What follows belongs to an exercise in optimizing a design on an open flow for small area and a short achievable clock period; a production flow would make more cautious choices.
Only simulation tests tie the RTL to the original design; equivalence was not proved.
Power and IR drop assume default switching activity.

==> v9: inputs <==
==> flow/design.v <==
module SPI (tx_valid,tx_data,rx_valid,rx_data,rst_n,clk,SS_n,MISO,MOSI);
parameter IDLE = 3'b000;
parameter CHK_CMD = 3'b001;
parameter READ_ADD = 3'b010;
parameter READ_DATA = 3'b011;
parameter WRITE = 3'b100;
input MOSI,SS_n,rst_n,clk,tx_valid;
input [7:0] tx_data;
output rx_valid,MISO;
output [9:0] rx_data;
reg rx_valid_tmp,MISO_tmp;
reg [9:0] rx_data_tmp;
reg [2:0] cs,ns;
reg [3:0] shift_counter;
reg read_state;
reg state;
always @(posedge clk or negedge rst_n) begin
    if(!rst_n) begin
        cs<=IDLE;
    end
    else begin
        cs<=ns;
    end
end 
always @(cs or MOSI or SS_n or tx_valid or tx_data or state or read_state) begin
    case (cs)
    IDLE:begin
        if(!SS_n) begin
            ns=CHK_CMD;
        end
        else begin
            ns=IDLE;
        end
    end
     CHK_CMD:begin
        if(SS_n) begin
            ns=IDLE;
        end
        else begin
            if(!({SS_n,MOSI}))begin
                ns=WRITE;
            end
            else if((!(SS_n))&&(MOSI)&&(!(state))) begin
                ns=READ_ADD;
            end
            else begin
                ns=READ_DATA;
            end
        end
     end
     READ_ADD:begin
        if(~SS_n) begin
            ns=READ_ADD;
        end
        else begin
            ns=IDLE;
        end
     end   
     READ_DATA:begin
           if(~SS_n) begin
            ns=READ_DATA;
        end
        else begin
            ns=IDLE;
        end
     end
     WRITE:begin
           if(~SS_n) begin
            ns=WRITE;
        end
        else begin
            ns=IDLE;
        end
     end
     default:begin
        ns=IDLE;
     end
    endcase
end
always @(posedge clk ) begin
case(cs)
IDLE:begin
    shift_counter<=10;  
    rx_data_tmp<=0;
    rx_valid_tmp<=0;
    end
READ_ADD:begin
      if(shift_counter==0) begin
        rx_valid_tmp<=1;
        shift_counter<=10;
    end
    else begin
        rx_data_tmp<={MOSI,rx_data_tmp[9:1]};
        shift_counter<=shift_counter-1;
    end
end
READ_DATA:begin
    if((shift_counter==0)&&(!(read_state))) begin
        shift_counter<=8;
        rx_valid_tmp<=1;
    end
    else if ((shift_counter>0)&&(!(read_state))) begin
         rx_data_tmp<={MOSI,rx_data_tmp[9:1]};
         shift_counter<=shift_counter-1;  rx_valid_tmp<=0;
    end
    else if ((shift_counter==0)&&(read_state)) begin
        shift_counter<=10;
        rx_valid_tmp<=0;
    end
    else if (tx_valid) begin
        shift_counter<=shift_counter-1; rx_valid_tmp<=0;
    end
    end
WRITE:begin
    if(shift_counter==0) begin
        rx_valid_tmp<=1;
    end
    else begin
        rx_data_tmp<={MOSI,rx_data_tmp[9:1]};
        shift_counter<=shift_counter-1;
    end
end
endcase    
end
always @(posedge clk or negedge rst_n) begin
  if(~rst_n) begin
        state<=0;
        read_state<=0;
    end
    else begin
        case (cs)
        IDLE:begin
            read_state<=0;
        end
            READ_ADD:begin
                if(shift_counter==0) begin
                    state<=1;
                end
            end
           READ_DATA:begin
             if((shift_counter==0)&&(!(read_state))) begin
                read_state<=1;
             end
             else if ((shift_counter==0)&&(read_state)) begin
                read_state<=0;
                state<=0;
             end
           end
        endcase
    end   
end
wire miso_clr = (cs == IDLE);
wire miso_load = (cs == READ_DATA) && read_state && (shift_counter != 0) && tx_valid;
wire miso_bit = tx_data[shift_counter-1];
always @(posedge clk)
    MISO_tmp <= (~miso_clr & miso_load & miso_bit) | (~miso_clr & ~miso_load & MISO_tmp);
assign MISO=MISO_tmp;
assign rx_data=rx_data_tmp;
assign rx_valid=rx_valid_tmp;
endmodule 
module rram (din,clk,rst_n,rx_valid,dout,tx_valid);
parameter MEM_DEPTH=256;
parameter ADDR_SIZE = 8;
localparam GROUP = 32;
localparam NGRP = MEM_DEPTH/GROUP;
input [9:0] din;
input clk,rst_n,rx_valid;
output [7:0] dout;
output tx_valid;
reg [7:0] dout_tmp;
reg tx_valid_tmp;
reg [15:0] addr_hi_n, addr_lo_n;
reg [8*MEM_DEPTH-1:0] cells;
reg phase, phase_d;
reg [7:0] din_d, din_dd;
reg aset_d, wr_d, wr_dd;
reg rd_d, rd_dd;
reg [8*NGRP-1:0] grp_n;
wire rd_now = rx_valid & din[9] & din[8];
reg [7:0] col;
wire wr_now = rst_n & rx_valid & ~din[9] & din[8];
reg [MEM_DEPTH-1:0] sel;
integer i;
always @* begin
    for (i = 0; i < MEM_DEPTH; i = i + 1)
        sel[i] = ~(addr_hi_n[i/16] | addr_lo_n[i%16]);
end
genvar w, g;
generate
for (w = 0; w < MEM_DEPTH; w = w + 1) begin : row
    always @(posedge clk)
        cells[w*8 +: 8] <= ~(({8{sel[w]}} & col) | cells[w*8 +: 8]);
end
for (g = 0; g < NGRP; g = g + 1) begin : stage1
    reg [7:0] acc;
    integer k;
    always @* begin
        acc = 8'd0;
        for (k = 0; k < GROUP; k = k + 1)
            acc = acc | ({8{sel[g*GROUP+k]}} & cells[(g*GROUP+k)*8 +: 8]);
    end
    always @(posedge clk)
        grp_n[g*8 +: 8] <= ~acc;
end
endgenerate
reg [7:0] rdv;
integer j;
always @* begin
    rdv = 8'hff;
    for (j = 0; j < NGRP; j = j + 1)
        rdv = rdv & grp_n[j*8 +: 8];
    rdv = ~rdv ^ {8{phase_d}};
end
always @(posedge clk) begin
    phase <= ~phase;
    phase_d <= phase;
    din_d <= din[7:0];
    din_dd <= din_d;
    aset_d <= rst_n & rx_valid & ~din[8];
    wr_d <= wr_now;
    col <= wr_d ? (din_d ^ {8{~phase}}) :
           wr_now ? (din[7:0] ^ {8{~phase}}) : 8'd0;
    wr_dd <= wr_d;
    for (i = 0; i < 16; i = i + 1) begin
        addr_hi_n[i] <= (aset_d & (din_d[7:4] != i)) | (~aset_d & addr_hi_n[i]);
        addr_lo_n[i] <= (aset_d & (din_d[3:0] != i)) | (~aset_d & addr_lo_n[i]);
    end
end
always @(posedge clk or negedge rst_n) begin
    if (!rst_n) begin
        dout_tmp <= 0;
        tx_valid_tmp <= 0;
        rd_d <= 0;
        rd_dd <= 0;
    end else begin
        rd_d <= rd_now;
        rd_dd <= rd_d;
        if (rd_now | rd_d | rd_dd)
            dout_tmp <= rdv;
        if (rd_now)
            tx_valid_tmp <= 1;
    end
end
assign dout=dout_tmp;
assign tx_valid=tx_valid_tmp;
endmodule
module topmod (rst_n,clk,SS_n,MISO,MOSI);
input  MOSI,SS_n,rst_n,clk ;
output MISO;
wire rx_valid,tx_valid;
wire [9:0] rx_data;
wire [7:0] tx_data;
rram RAM_INTERFACE(.din(rx_data),.clk(clk),.rst_n(rst_n),.rx_valid(rx_valid),.dout(tx_data),.tx_valid(tx_valid));
SPI SPI_INTERFACE(.tx_valid(tx_valid),.tx_data(tx_data),.rx_valid(rx_valid),.rx_data(rx_data),.rst_n(rst_n),.clk(clk),.SS_n(SS_n),.MISO(MISO),.MOSI(MOSI));
endmodule 
==> flow/run.sh <==
#!/bin/bash
# synth_recipe.tcl (not shown) runs the flow's synth.tcl, then flattens the netlist and writes it again
# the make line also repeats each setting of config.mk as NAME=value (left out here)
make -C /OpenROAD-flow-scripts/flow DESIGN_CONFIG=/design/flow/config.mk WORK_HOME=/design/flow/orfs CLKGATE_MAP_FILE= SYNTH_SCRIPT=/design/flow/synth_recipe.tcl finish
==> flow/config.mk <==
export PLATFORM = sky130hd
export DESIGN_NAME = topmod
export DESIGN_NICKNAME = topmod
export VERILOG_FILES = /design/flow/design.v
export SDC_FILE = /design/flow/constraint.sdc
export NUM_CORES = 4
export LEC_CHECK = 0
export CAP_MARGIN = 20
export CORE_MARGIN = 2
export CORE_UTILIZATION = 55
export CTS_CLUSTER_DIAMETER = 80
export CTS_CLUSTER_SIZE = 30
export SETUP_SLACK_MARGIN = 2.0
export SLEW_MARGIN = 20
==> flow/constraint.sdc <==
create_clock -name core_clock -period 4.2 [get_ports {clk}]
set_input_delay 0.8400 -clock core_clock [delete_from_list [all_inputs] [get_ports {clk}]]
set_output_delay 0.8400 -clock core_clock [all_outputs]
set_load 0.01 [all_outputs]
==> v39: changes against v9 <==
==> flow/design.v, changed modules only <==
module rram (din,clk,rst_n,rx_valid,dout,tx_valid);
parameter MEM_DEPTH=256;
parameter ADDR_SIZE = 8;
input [9:0] din;
input clk,rst_n,rx_valid;
output [7:0] dout;
output tx_valid;
reg [7:0] dout_tmp;
reg tx_valid_tmp;
reg [15:0] addr_hi_n, addr_lo_n;
reg [8*MEM_DEPTH-1:0] cells;
reg phase, phase_d;
reg [7:0] din_d, din_dd;
reg aset_d, wr_d, wr_dd;
reg rd_d, rd_dd;
reg [8*16-1:0] grp_n;
wire rd_now = rx_valid & din[9] & din[8];
reg [7:0] col;
wire wr_now = rst_n & rx_valid & ~din[9] & din[8];
reg [MEM_DEPTH-1:0] sel;
integer i;
always @* begin
    for (i = 0; i < MEM_DEPTH; i = i + 1)
        sel[i] = ~(addr_hi_n[i/16] | addr_lo_n[i%16]);
end
genvar w, g;
generate
for (w = 0; w < MEM_DEPTH; w = w + 1) begin : row
    always @(posedge clk)
        cells[w*8 +: 8] <= ~(({8{sel[w]}} & col) | cells[w*8 +: 8]);
end
for (g = 0; g < 16; g = g + 1) begin : stage1
    reg [7:0] acc;
    integer k;
    always @* begin
        acc = 8'd0;
        for (k = 0; k < 16; k = k + 1)
            acc = acc | ({8{~addr_lo_n[k]}} & cells[(g*16+k)*8 +: 8]);
    end
    always @(posedge clk)
        grp_n[g*8 +: 8] <= ~acc;
end
endgenerate
reg [15:0] hi_d;
reg [7:0] rdv;
integer j;
always @* begin
    rdv = 8'd0;
    for (j = 0; j < 16; j = j + 1)
        rdv = rdv | ({8{hi_d[j]}} & ~grp_n[j*8 +: 8]);
    rdv = rdv ^ {8{phase_d}};
end
always @(posedge clk) begin
    if (phase)
        phase <= 1'b0;
    else
        phase <= 1'b1;
    phase_d <= phase;
    hi_d <= ~addr_hi_n;
    din_d <= din[7:0];
    din_dd <= din_d;
    aset_d <= rst_n & rx_valid & ~din[8];
    wr_d <= wr_now;
    col <= wr_d ? (din_d ^ {8{~phase}}) :
           wr_now ? (din[7:0] ^ {8{~phase}}) : 8'd0;
    wr_dd <= wr_d;
    for (i = 0; i < 16; i = i + 1) begin
        addr_hi_n[i] <= (aset_d & (din_d[7:4] != i)) | (~aset_d & addr_hi_n[i]);
        addr_lo_n[i] <= (aset_d & (din_d[3:0] != i)) | (~aset_d & addr_lo_n[i]);
    end
end
always @(posedge clk or negedge rst_n) begin
    if (!rst_n) begin
        dout_tmp <= 0;
        tx_valid_tmp <= 0;
        rd_d <= 0;
        rd_dd <= 0;
    end else begin
        rd_d <= rd_now;
        rd_dd <= rd_d;
        if (rd_now | rd_d | rd_dd)
            dout_tmp <= rdv;
        if (rd_now)
            tx_valid_tmp <= 1;
    end
end
assign dout=dout_tmp;
assign tx_valid=tx_valid_tmp;
endmodule
- CORE_UTILIZATION: 55 -> 70
==> comparison <==
v9 completed without violations. v39 ran to the end with no violations. Between v39 and v9, the lower core utilization is in v9 (gap 12 points). In v39 the sequential power is larger than in v9, by about 4%. Between v9 and v39, the lower setup slack is in v9 (gap 0.080 ns). Of v39 and v9, v39 has the higher global-route usage (gap 3.5 points). In v39 the sequential share of layout area is higher than in v9, by 4.1 points. Between v9 and v39, the lower flip-flop and latch count is in v9 (gap 80). Between v39 and v9, the lower die area is in v39 (gap about 20%, measured against v9). Fmax: v9 is lower than v39 (3.4%). In v39 the clock skew is lower than in v9, by 0.0051 ns.
==> figures <==
| item | v9 | v39 |
|---|---|---|
| Run status | complete, no violations | complete, no violations |
| Combinational cell fraction of total power | 0.112 | 0.103 |
| Initial Util | 0.5540 | 0.7030 |
| Fraction of area in registers | 0.5738 | 0.6149 |
| Internal power | 29.02 mW | 29.28 mW |
| Final Hold Slack | 0.3874 ns | 0.3968 ns |
| Power drawn by the sequential cells | 24.4 mW | 25.4 mW |
| Part of the power in registers | 0.605 | 0.638 |
| Clock tree buffer count of the final layout | 106 | 97 |
| Non-clock inverters | 48 | 76 |
| Wire length of the first global-routing pass | 376,200 um | 339,300 um |
| Synth Register Bits | 2,196 | 2,276 |
| Die outline height | 362.2 um | 325.7 um |
| Worst slew pin tran | 1.164 ns | 1.179 ns |
| Crit Path Max Fanout | 18 | 61 |
| DP Cell Count | 8,078 | 7,597 |
| Number of flip-flops and latches | 2,196 | 2,276 |
| Met2 track utilization from global routing | 0.5873 | 0.6222 |
| Switching power of the nets | 11.24 mW | 10.55 mW |

-- static timing again, ports no longer ideal --
The results above use ideal ports. As a check the final layouts listed here were re-extracted and re-timed, cells and wires unchanged.
Step 1, drivers: a clkbuf_16 drives clk and a buf_2 each remaining input, both assumed.
Step 2 adds t to the input delays and takes it off the output delays; t is the mean of the earliest and latest rising clock arrival at the registers after step 1. Input paths then give back, and output paths get back, about the clock's delay inside the block.
Three values: ideal ports, drivers, drivers and shift; two values: the first two.
run | t (ns) | setup slack, ns | worst setup path after step 2 | clock arrival spread, ns
v9 | 0.835 | 1.885 / 1.885 / 1.553 | input to register | 0.036 / 0.036
v39 | 0.801 | 1.965 / 1.965 / 1.310 | input to register | 0.031 / 0.031
After both steps setup and hold are still met in every run listed. The setup slack of v39, which loses most, moves by 0.000 ns with the drivers and by -0.655 ns with both steps.
